Background: an optimization exercise with open tools, aiming at small area, a short achievable clock period and few clock cycles. Do not read the settings as production practice.
Where RTL was checked, it was by simulation tests only, not by an equivalence proof against the original.
Power is estimated from default activity; no workload was simulated.

## before
==> flow/design.v <==
module rle (
	clk,
	nreset,
	start,
	message_addr,
	message_size,
	rle_addr,
	rle_size,
	done,
        port_A_data_in,
        port_A_data_out,
        port_A_addr,
        port_A_we
	);
input	clk;
input	nreset;
input	start;
input 	[31:0] message_addr;
input	[31:0] message_size;
input	[31:0] rle_addr;
input   [31:0] port_A_data_out;
output  [31:0] port_A_data_in;
output  [15:0] port_A_addr;
output  port_A_we;
output	[31:0] rle_size;
output	done;
reg        busy;       
reg        done_r;
reg        we;         
reg        aM;         
reg        aR;         
reg        dv;         
reg        lastw;      
reg        fl;         
reg        fls;        
reg [13:0] ra;         
reg [13:0] wa;         
reg [10:0] wleft;      
reg [1:0]  nvl;        
reg [7:0]  val;        
reg [7:0]  cnt;        
reg        have;       
reg        hi;         
reg [13:0] np;         
reg [3:0]  kq;         
reg [4:0]  T;          
reg [15:0] q0, q1, q2, q3, q4;
wire [7:0] b0 = port_A_data_out[7:0];
wire [7:0] b1 = port_A_data_out[15:8];
wire [7:0] b2 = port_A_data_out[23:16];
wire [7:0] b3 = port_A_data_out[31:24];
assign port_A_we = we;
assign port_A_data_in = {q1, q0};
assign port_A_addr = aM ? {message_addr[15:2], 2'b00} :
                     aR ? {ra, 2'b00} : {wa, 2'b00};
assign rle_size = {17'd0, np, 1'b0};    
assign done = done_r;
wire part = lastw & (nvl != 2'd0);      
wire v1 = ~part | (nvl[1]);             
wire v2 = ~part | (nvl == 2'd3);        
wire v3 = ~part;                        
wire x0 = (b0 == val);
wire x1 = (b1 == b0);
wire x2 = (b2 == b1);
wire x3 = (b3 == b2);
wire s0 = hi & (cnt[1:0] == 2'd3);
wire s1 = hi & (cnt[1:0] == 2'd2);
wire s2 = hi & (cnt[1:0] == 2'd1);
wire s3 = hi & (cnt[1:0] == 2'd0);
wire B0 = ~have | ~x0 | s0;
wire B1 = v1 & (~x1 | (x0 & s1));
wire B2 = v2 & (~x2 | (x0 & x1 & s2));
wire B3 = v3 & (~x3 | (x0 & x1 & x2 & s3));
wire E0 = have & (~x0 | s0);
wire E1 = B1;
wire E2 = B2;
wire E3 = B3;
wire ke1 = E0 | E1 | E2 | E3;
wire ke2 = (E0 & (E1 | E2 | E3)) | (E1 & (E2 | E3)) | (E2 & E3);
wire ke3 = (E0 & E1 & (E2 | E3)) | (E2 & E3 & (E0 | E1));
wire ke4 = E0 & E1 & E2 & E3;
wire [7:0] cp1 = cnt + 8'd1;
wire [7:0] cp2 = cnt + 8'd2;
wire [7:0] cp3 = cnt + 8'd3;
wire [15:0] N0 = E0 ? {val, cnt} : E1 ? {b0, cp1} : E2 ? {b1, cp2} : {b2, cp3};
wire n1a = E0 & E1;
wire n1b = (E0 | E1) & E2;
wire [1:0] n1c = n1a ? 2'd1 : n1b ? (E0 ? 2'd2 : 2'd1) : (E0 ? 2'd3 : E1 ? 2'd2 : 2'd1);
wire [15:0] N1 = {n1a ? b0 : n1b ? b1 : b2, 6'd0, n1c};
wire n2a = E0 & E1 & E2;
wire [1:0] n2c = n2a ? 2'd1 : (E2 ? 2'd1 : E1 ? 2'd2 : 2'd3);
wire [15:0] N2 = {n2a ? b1 : b2, 6'd0, n2c};
wire [15:0] N3 = {b2, 8'd1};
wire [2:0] nv = part ? {1'b0, nvl} : 3'd4;
wire [7:0] cnt_w = B3 ? 8'd1 : B2 ? {5'd0, nv - 3'd2} : B1 ? {5'd0, nv - 3'd1} :
                   B0 ? {5'd0, nv} : cnt + {5'd0, nv};
wire hi_w = ~(B0 | B1 | B2 | B3) & (part ? (cnt >= 8'd252 - {6'd0, nvl}) : (cnt >= 8'd248));
wire [7:0] val_w = ~v1 ? b0 : ~v2 ? b1 : ~v3 ? b2 : b3;
wire W1 = we ? T[2] : T[0];
wire W2 = we & T[3];
wire W3 = we & T[4];
wire room = ~W2;
wire fire = dv & room;                  
wire flush = fl & room;                 
wire ins = fire | flush;
wire sh = ins & W1;                     
wire k1 = flush | ke1;
wire k2 = ~flush & ke2;
wire k3 = ~flush & ke3;
wire k4 = ~flush & ke4;
wire [4:0] Tn = ~ins ? {2'b0, W3, W2, W1} :
                W1 ? {k4, k3, k2, k1, 1'b1} : {1'b0, k4, k3, k2, k1};
wire [15:0] M0 = fire ? N0 : {val, cnt};
wire we_n = Tn[1] | ((fls | flush) & Tn[0]);
wire [15:0] S0 = we ? q2 : q0;
always @(posedge clk) begin
    if (~nreset) begin
        busy <= 1'b0;
        done_r <= 1'b0;
        we <= 1'b0;
        aM <= 1'b1;
        aR <= 1'b0;
    end
    else if (~busy) begin
        if (start) begin
            busy <= 1'b1;
            done_r <= 1'b0;
            we <= 1'b0;
            aM <= 1'b0;
            aR <= 1'b1;
            dv <= 1'b1;
            fl <= 1'b0;
            fls <= 1'b0;
            ra <= message_addr[15:2] + 14'd1;
            wa <= rle_addr[15:2];
            wleft <= message_size[12:2] + {10'd0, |message_size[1:0]} - 11'd1;
            lastw <= (message_size[13:2] + {11'd0, |message_size[1:0]}) == 12'd1;
            nvl <= message_size[1:0];
            cnt <= 8'd0;
            have <= 1'b0;
            hi <= 1'b0;
        end
    end
    else begin
        if (we) begin
            wa <= wa + 14'd1;
            if (fire) dv <= 1'b0;
        end
        else begin
            if (wleft != 11'd0) begin
                ra <= ra + 14'd1;
                wleft <= wleft - 11'd1;
                dv <= 1'b1;
                lastw <= (wleft == 11'd1);
            end
            else if (fire)
                dv <= 1'b0;
        end
        if (fire) begin
            val <= val_w;
            cnt <= cnt_w;
            have <= 1'b1;
            hi <= hi_w;
            if (lastw) fl <= 1'b1;
        end
        if (flush) begin
            fl <= 1'b0;
            fls <= 1'b1;
        end
        we <= we_n;
        aR <= ~we_n;
        if (we & fls & ~W1) begin
            busy <= 1'b0;
            done_r <= 1'b1;
            we <= 1'b0;
            aM <= 1'b1;
            aR <= 1'b0;
        end
    end
end
always @(posedge clk) begin
    kq <= (busy & ins) ? {k4, k3, k2, k1} : 4'd0;
    T <= busy ? Tn : 5'd0;
    if (start & ~busy)
        np <= 14'd0;
    else
        np <= np + {11'd0, kq[3], kq[1] & ~kq[3], (kq[0] & ~kq[1]) | (kq[2] & ~kq[3])};
    q0 <= ins ? (sh ? S0 : M0) : S0;
    q1 <= ins ? (sh ? M0 : N1) : q3;
    q2 <= ins ? (sh ? N1 : N2) : q4;
    q3 <= sh ? N2 : N3;
    q4 <= N3;
end
endmodule
clock: 5.0 ns
lec_check: 0
cap_margin: 20
core_margin: 2
core_utilization: 50
cts_buf_list: sky130_fd_sc_hd__clkbuf_8
cts_cluster_size: 20
setup_slack_margin: 1.7
slew_margin: 20
standard.sh (not shown) runs the stock make flow with config.mk's settings and CLKGATE_MAP_FILE= SYNTH_SCRIPT=/design/flow/synth_recipe.tcl, a recipe that flattens the netlist after the stock synthesis.
==> flow/flow/run.sh <==
#!/bin/bash
# The standard layout, with every port buffered by a plain buf_1 cell
# (the resizer may still size it up) instead of the default delay buffer.
set -euo pipefail
export BUFFER_PORTS_ARGS="-buffer_cell sky130_fd_sc_hd__buf_1"
bash standard.sh > standard_flow.log 2>&1
before: full flow OK, the timing, design-rule and antenna checks passed
The inputs of after differ from those of before as listed below.
- SETUP_SLACK_MARGIN: 1.7 -> 2.0
- Result for before and after: all clean
- A launching element of the worst setup path of port_A_data_out[1] is what before shows, while port_A_data_out[13] belongs to after.
- On pin slew with the least headroom to its limit, the lower figure sits with after, not before.
- Compared with before, after shows net count of the finished layout that has gone up slightly.
- after: part of the power in the clock network is 1.7 points higher than what before reported.
- Row sum of buffers and inverters on the critical path: after lower / before higher
Function was not checked in any run of this note: the RTL went through the layout flow alone.

* * *

rle, a different RTL version from the one above (not shown whole).
Size: roughly 150 flip-flops, roughly 10000 um2 of cells after synthesis.
==> flow/config.mk <==
export PLATFORM = sky130hd
export DESIGN_NAME = rle
export DESIGN_NICKNAME = rle
export VERILOG_FILES = /design/flow/design.v
export SDC_FILE = /design/flow/constraint.sdc
export NUM_CORES = 4
export LEC_CHECK = 0
export CAP_MARGIN = 20
export CORE_MARGIN = 2
export CORE_UTILIZATION = 50
export SETUP_SLACK_MARGIN = 2.0
export SLEW_MARGIN = 20
==> flow/constraint.sdc <==
create_clock -name core_clock -period 5.0 [get_ports {clk}]
set_input_delay 1.0000 -clock core_clock [delete_from_list [all_inputs] [get_ports {clk}]]
set_output_delay 1.0000 -clock core_clock [all_outputs]
set_load 0.01 [all_outputs]
run.sh (not shown) runs the stock make flow with config.mk's settings and CLKGATE_MAP_FILE= SYNTH_SCRIPT=/design/flow/synth_recipe.tcl, a recipe that flattens the netlist after the stock synthesis.
Stock flow here: none of the scripts above is used.
The first run produced a clean layout.
Testbench counts at the start, summed over its fixed seeds: cycles 22,297.
Next try:
==> flow/flow/run.sh (new file) <==
#!/bin/bash
# The standard layout, with every port buffered by a plain buf_1 cell
# (the resizer may still size it up) instead of the default delay buffer.
set -euo pipefail
export BUFFER_PORTS_ARGS="-buffer_cell sky130_fd_sc_hd__buf_1"
bash standard.sh > standard_flow.log 2>&1
==> flow/standard.sh (new file) <==
#!/bin/bash
# synth_recipe.tcl (not shown) runs the flow's synth.tcl, then flattens the netlist and writes it again
# the make line also repeats each setting of config.mk as NAME=value (left out here)
make -C /OpenROAD-flow-scripts/flow DESIGN_CONFIG=/design/flow/config.mk WORK_HOME=/design/flow/orfs CLKGATE_MAP_FILE= SYNTH_SCRIPT=/design/flow/synth_recipe.tcl "${@:-finish}"
removed: flow/run.sh
Outcome:
- register-to-register slack degrades by 60 ps
- final cell count hardly moves
- die area does not change
- wire length goes down by 2.7%
- sequential power barely changes
- total power goes down by 2.9%
- synthesized area is unchanged

* * *

Setup of old:
Another version of the RTL of rle (not shown whole).
For scale: about 1300 cells after synthesis, ~210 I/O pins, roughly 13000 sq um of cells after synthesis.
Settings: LEC_CHECK=0, ABC_CLOCK_PERIOD_IN_PS=2500, CAP_MARGIN=20, CORE_MARGIN=2, CORE_UTILIZATION=50, SETUP_SLACK_MARGIN=2.0, SLEW_MARGIN=20; clock period 5.0 ns.
Stock flow here: none of the scripts above is used.
old finished every stage and its layout cleared the timing, design-rule and antenna checks.
## Diff of input files: new against old
Settings: ABC_CLOCK_PERIOD_IN_PS: 2500 -> unset.
## What came out
- Comparing old against new, there is no change at all in global-route wire length before repair.
- On placement-stage cell area, new and old are basically level.
- From new to old, count of distinct cell types in the synthesized netlist did not move at all.
- Comparing old against new, there is no change at all in maximum ir drop on the vdd rail.
- As far as power consumption is concerned, new and old perform about the same.
- From new to old, number of top-level pins did not move at all.
No run of this note included a check of the RTL's function; only the layout flow was run.

* * *

## job 4080
rle, a different RTL version from the one above (not shown whole).
Size: roughly 1,200 cells after synthesis.
## rle
module rle (
	clk,
	nreset,
	start,
	message_addr,
	message_size,
	rle_addr,
	rle_size,
	done,
        port_A_data_in,
        port_A_data_out,
        port_A_addr,
        port_A_we
	);
Settings: LEC_CHECK=0, ABC_AREA=1, CAP_MARGIN=20, CORE_MARGIN=2, CORE_UTILIZATION=60, SETUP_SLACK_MARGIN=2.5, SLEW_MARGIN=20; clock period 5.0 ns.
standard.sh (not shown) runs the stock make flow with config.mk's settings and CLKGATE_MAP_FILE= SYNTH_SCRIPT=/design/flow/synth_recipe.tcl, a recipe that flattens the netlist after the stock synthesis.
==> flow/flow/run.sh <==
#!/bin/bash
# The standard layout, with two changes:
# - every port is buffered by a plain buf_1 cell (the resizer may still size
#   it up) instead of the default delay buffer;
# - clock tree synthesis inserts no dummy loads.
set -euo pipefail
export BUFFER_PORTS_ARGS="-buffer_cell sky130_fd_sc_hd__buf_1"
export CTS_ARGS="-sink_clustering_enable -repair_clock_nets -dont_use_dummy_load -buf_list sky130_fd_sc_hd__clkbuf_8 -sink_clustering_size 20"
bash standard.sh > standard_flow.log 2>&1
Job 4080 ran to completion and came out clean on the timing, design-rule and antenna checks.
Testbench counts of job 4080, summed over its fixed seeds: cycles 22,297.
## Diff of input files: job 5418 against job 4080
Settings: SETUP_SLACK_MARGIN: 2.5 -> 2.2.
==> summary.txt <==
Sequential power of job 5418 is on par with job 4080.
[job 5418] data arrival time of the worst path rose 0.11 ns relative to job 4080
Delta (job 5418 minus job 4080): area growth from synthesis to final layout -14 points, total track usage -0.94 points.
Total length of routed met3 wires was higher in the run labelled job 4080.
Taking job 4080 as the reference, in job 5418 fraction of the cycle the final worst path needs went up; total length of routed wires went down.
Job 4080 -> job 5418: area taken by flip-flops and latches flat
Compared with job 4080, job 5418 shows global-route wire length before repair that has gone down by a few percent.
Worst setup slack after layout down 0.11 ns in job 5418 wrt job 4080
[inputs] job 6363 vs job 5418
Settings: putting CTS_CLUSTER_SIZE at 20 where nothing was set; putting CTS_BUF_LIST at sky130_fd_sc_hd__clkbuf_8 where nothing was set; clearing ABC_AREA, which used to be 1.
==> flow/flow/run.sh <==
#!/bin/bash
# The standard layout, with every port buffered by a plain buf_1 cell
# (the resizer may still size it up) instead of the default delay buffer.
set -euo pipefail
export BUFFER_PORTS_ARGS="-buffer_cell sky130_fd_sc_hd__buf_1"
bash standard.sh > standard_flow.log 2>&1
- Re final number of hold-violating endpoints: no difference whatsoever between job 6363 and job 5418.
- In the tables for job 6363 and job 5418, share of power burned in registers reads lower with job 6363.
- For total design power, dividing the value from job 5418 by the value from job 6363 gives 0.936.
- Compared with job 5418, final non-filler cell area in job 6363 increased by a few percent.
### job 6363 -> job 5882
Settings: CORE_UTILIZATION now 50, was 60; SETUP_SLACK_MARGIN now 2.0, was 2.2.
## What came out
A start point of the critical path of aR is what job 6363 shows, while nvl[1] belongs to job 5882.
Summary of job 5882 over job 6363: count of plain and timing-repair buffers in the layout higher, wire length higher, power share of the clock group higher.
Final-layout fill cell count: job 5882 > job 6363
Job 5882 has less setup slack than job 6363.
> inputs changed (job 5882 -> job 1806)
Settings: removing CTS_BUF_LIST (formerly sky130_fd_sc_hd__clkbuf_8); changing CORE_UTILIZATION from 50 to 65; changing SETUP_SLACK_MARGIN from 2.0 to 2.3; removing CTS_CLUSTER_SIZE (formerly 20).
==> flow/flow/run.sh <==
#!/bin/bash
# The standard layout, with two changes:
# - every port is buffered by a plain buf_1 cell (the resizer may still size
#   it up) instead of the default delay buffer;
# - clock tree synthesis inserts no dummy loads.
set -euo pipefail
export BUFFER_PORTS_ARGS="-buffer_cell sky130_fd_sc_hd__buf_1"
export CTS_ARGS="-sink_clustering_enable -repair_clock_nets -dont_use_dummy_load -buf_list sky130_fd_sc_hd__clkbuf_8 -sink_clustering_size 20"
bash standard.sh > standard_flow.log 2>&1
Between job 5882 and job 1806, the flow reports combinational power increasing by a few percent. The sequential share of layout area reported for job 1806 is greater than that of job 5882 by 0.20 points. Of the two values seen for critical path class, reg2reg was produced by job 5882 and reg2out by job 1806. Number of design-rule violations left by the first detailed-router iteration (lower): job 5882. Of job 5882 and job 1806, the run reporting the higher part of the power in combinational logic was job 1806. The clock share of power of job 1806 is lower than that of job 5882. On design area, job 1806 does better than job 5882. Against job 5882, number of global-route vias before repair in job 1806 rose slightly.

* * *

== v1 ==
Another version of the RTL of rle (not shown whole).
Size: about 1000 cells after synthesis, roughly 150 flip-flops, ~0.0091 mm^2 of cells after synthesis.
Settings: LEC_CHECK=0, CAP_MARGIN=20, CORE_MARGIN=2, CORE_UTILIZATION=50, SETUP_SLACK_MARGIN=2.0, SLEW_MARGIN=20; clock period 5.0 ns.
==> flow/flow/run.sh <==
#!/bin/bash
# The standard layout, with every port buffered by a plain buf_1 cell
# (the resizer may still size it up) instead of the default delay buffer.
set -euo pipefail
export BUFFER_PORTS_ARGS="-buffer_cell sky130_fd_sc_hd__buf_1"
bash standard.sh > standard_flow.log 2>&1
For v19, these inputs were changed with respect to v1:
- SETUP_SLACK_MARGIN now 2.5, was 2.0
[summary]
Compare v19 and v1 | part of the power in combinational logic lower: v1
Sum of routed wire length over all layers went up by more than 10% going from v1 to v19.
From v1 to v19 the numbers moved as follows: clock group power went up; number of fill cells went down.
Amount of wire on met2 after detailed routing of v19 exceeds that of v1 by more than 10%.
Changes observed in v19 relative to v1: total design power increased by 7.9% relative to the old numbers; data arrival time of the worst path neither gained nor lost much.
Non-clock inverter total of the final layout: v19 and v1 compared, lower one is v1
Across both runs, fraction of area in registers was lower for v19 than for v1.
diff inputs: v19 => v49
- setting CTS_BUF_LIST to sky130_fd_sc_hd__clkbuf_8 for the first time
- setting CTS_CLUSTER_SIZE to 20 for the first time
- changing SETUP_SLACK_MARGIN from 2.5 to 2.0
==> summary.txt <==
- Looking at source-to-sink clock delay at the later pin of the worst-skew pair, v49 sits 0.04 ns higher than v19 does.
- Row mean routed wirelength per cell: v49 lower / v19 higher
- Taking v19 as the reference point, the global-route usage of v49 falls by 3.0 points.
- Comparing v49 and v19, part of the total power dissipated in combinational logic is higher on v19.
- v49 ends up with a total wirelength of the detailed-routed design that is about 17% lower than in v19.
- Of v49 and v19, the higher non-clock buffer count belongs to v19.
- v49 | status: complete | timing, DRC, antenna: pass
- v49 has routed length on met3 below what v19 had.
No functional check of the RTL was part of any run of this note.

[what the ideal ports hide]
The flow's constraints put no driver on any port. The routed layouts listed below were extracted and timed again, unchanged, in two steps. Step 1: set_driving_cell puts a clkbuf_16 on clk and a buf_2 on each other input, an assumption about the parent block. Step 2 also shifts input and output timing later by t, the mid clock arrival at the registers, as if the neighbouring blocks saw the same clock. Three values: ideal ports, drivers, drivers and shift; two values: the first two.
run | shift t [ns] | setup WS [ns] | worst setup path after step 2 | slew at the worst register clock pin (ns) | worst data-port slew with drivers (ns)
before | 0.493 | 1.839 / 1.846 / 1.353 | input to register | 0.09 / 0.09 | 0.07
after | 0.481 | 2.003 / 2.019 / 1.537 | input to register | 0.09 / 0.09 | 0.06
the first run of note 2 | 0.470 | 1.810 / 1.811 / 1.341 | input to register | 0.07 / 0.07 | 0.06
the second run of note 2 | 0.467 | 1.777 / 1.762 / 1.295 | input to register | 0.07 / 0.07 | 0.08
old | 0.485 | 1.085 / 1.085 / 1.085 | register to register | 0.09 / 0.09 | 0.06
new | 0.485 | 1.085 / 1.085 / 1.085 | register to register | 0.09 / 0.09 | 0.06
job 4080 | 0.488 | 2.425 / 2.381 / 1.929 | input to register | 0.08 / 0.08 | 0.07
job 5418 | 0.484 | 2.310 / 2.273 / 1.853 | input to register | 0.09 / 0.09 | 0.06
job 6363 | 0.496 | 2.231 / 2.191 / 1.770 | input to register | 0.09 / 0.09 | 0.05
job 5882 | 0.490 | 2.031 / 2.031 / 1.546 | input to register | 0.09 / 0.09 | 0.05
job 1806 | 0.482 | 2.298 / 2.262 / 1.831 | input to register | 0.08 / 0.08 | 0.06
v1 | 0.480 | 1.983 / 1.986 / 1.506 | input to register | 0.08 / 0.08 | 0.07
v19 | 0.468 | 1.974 / 1.972 / 1.504 | input to register | 0.07 / 0.07 | 0.08
v49 | 0.508 | 1.984 / 2.007 / 1.500 | input to register | 0.11 / 0.11 | 0.07
After both steps setup and hold are still met in every run listed. For job 4080, which loses most, drivers alone change the setup slack by -0.044 ns; drivers and shift together by -0.496 ns.
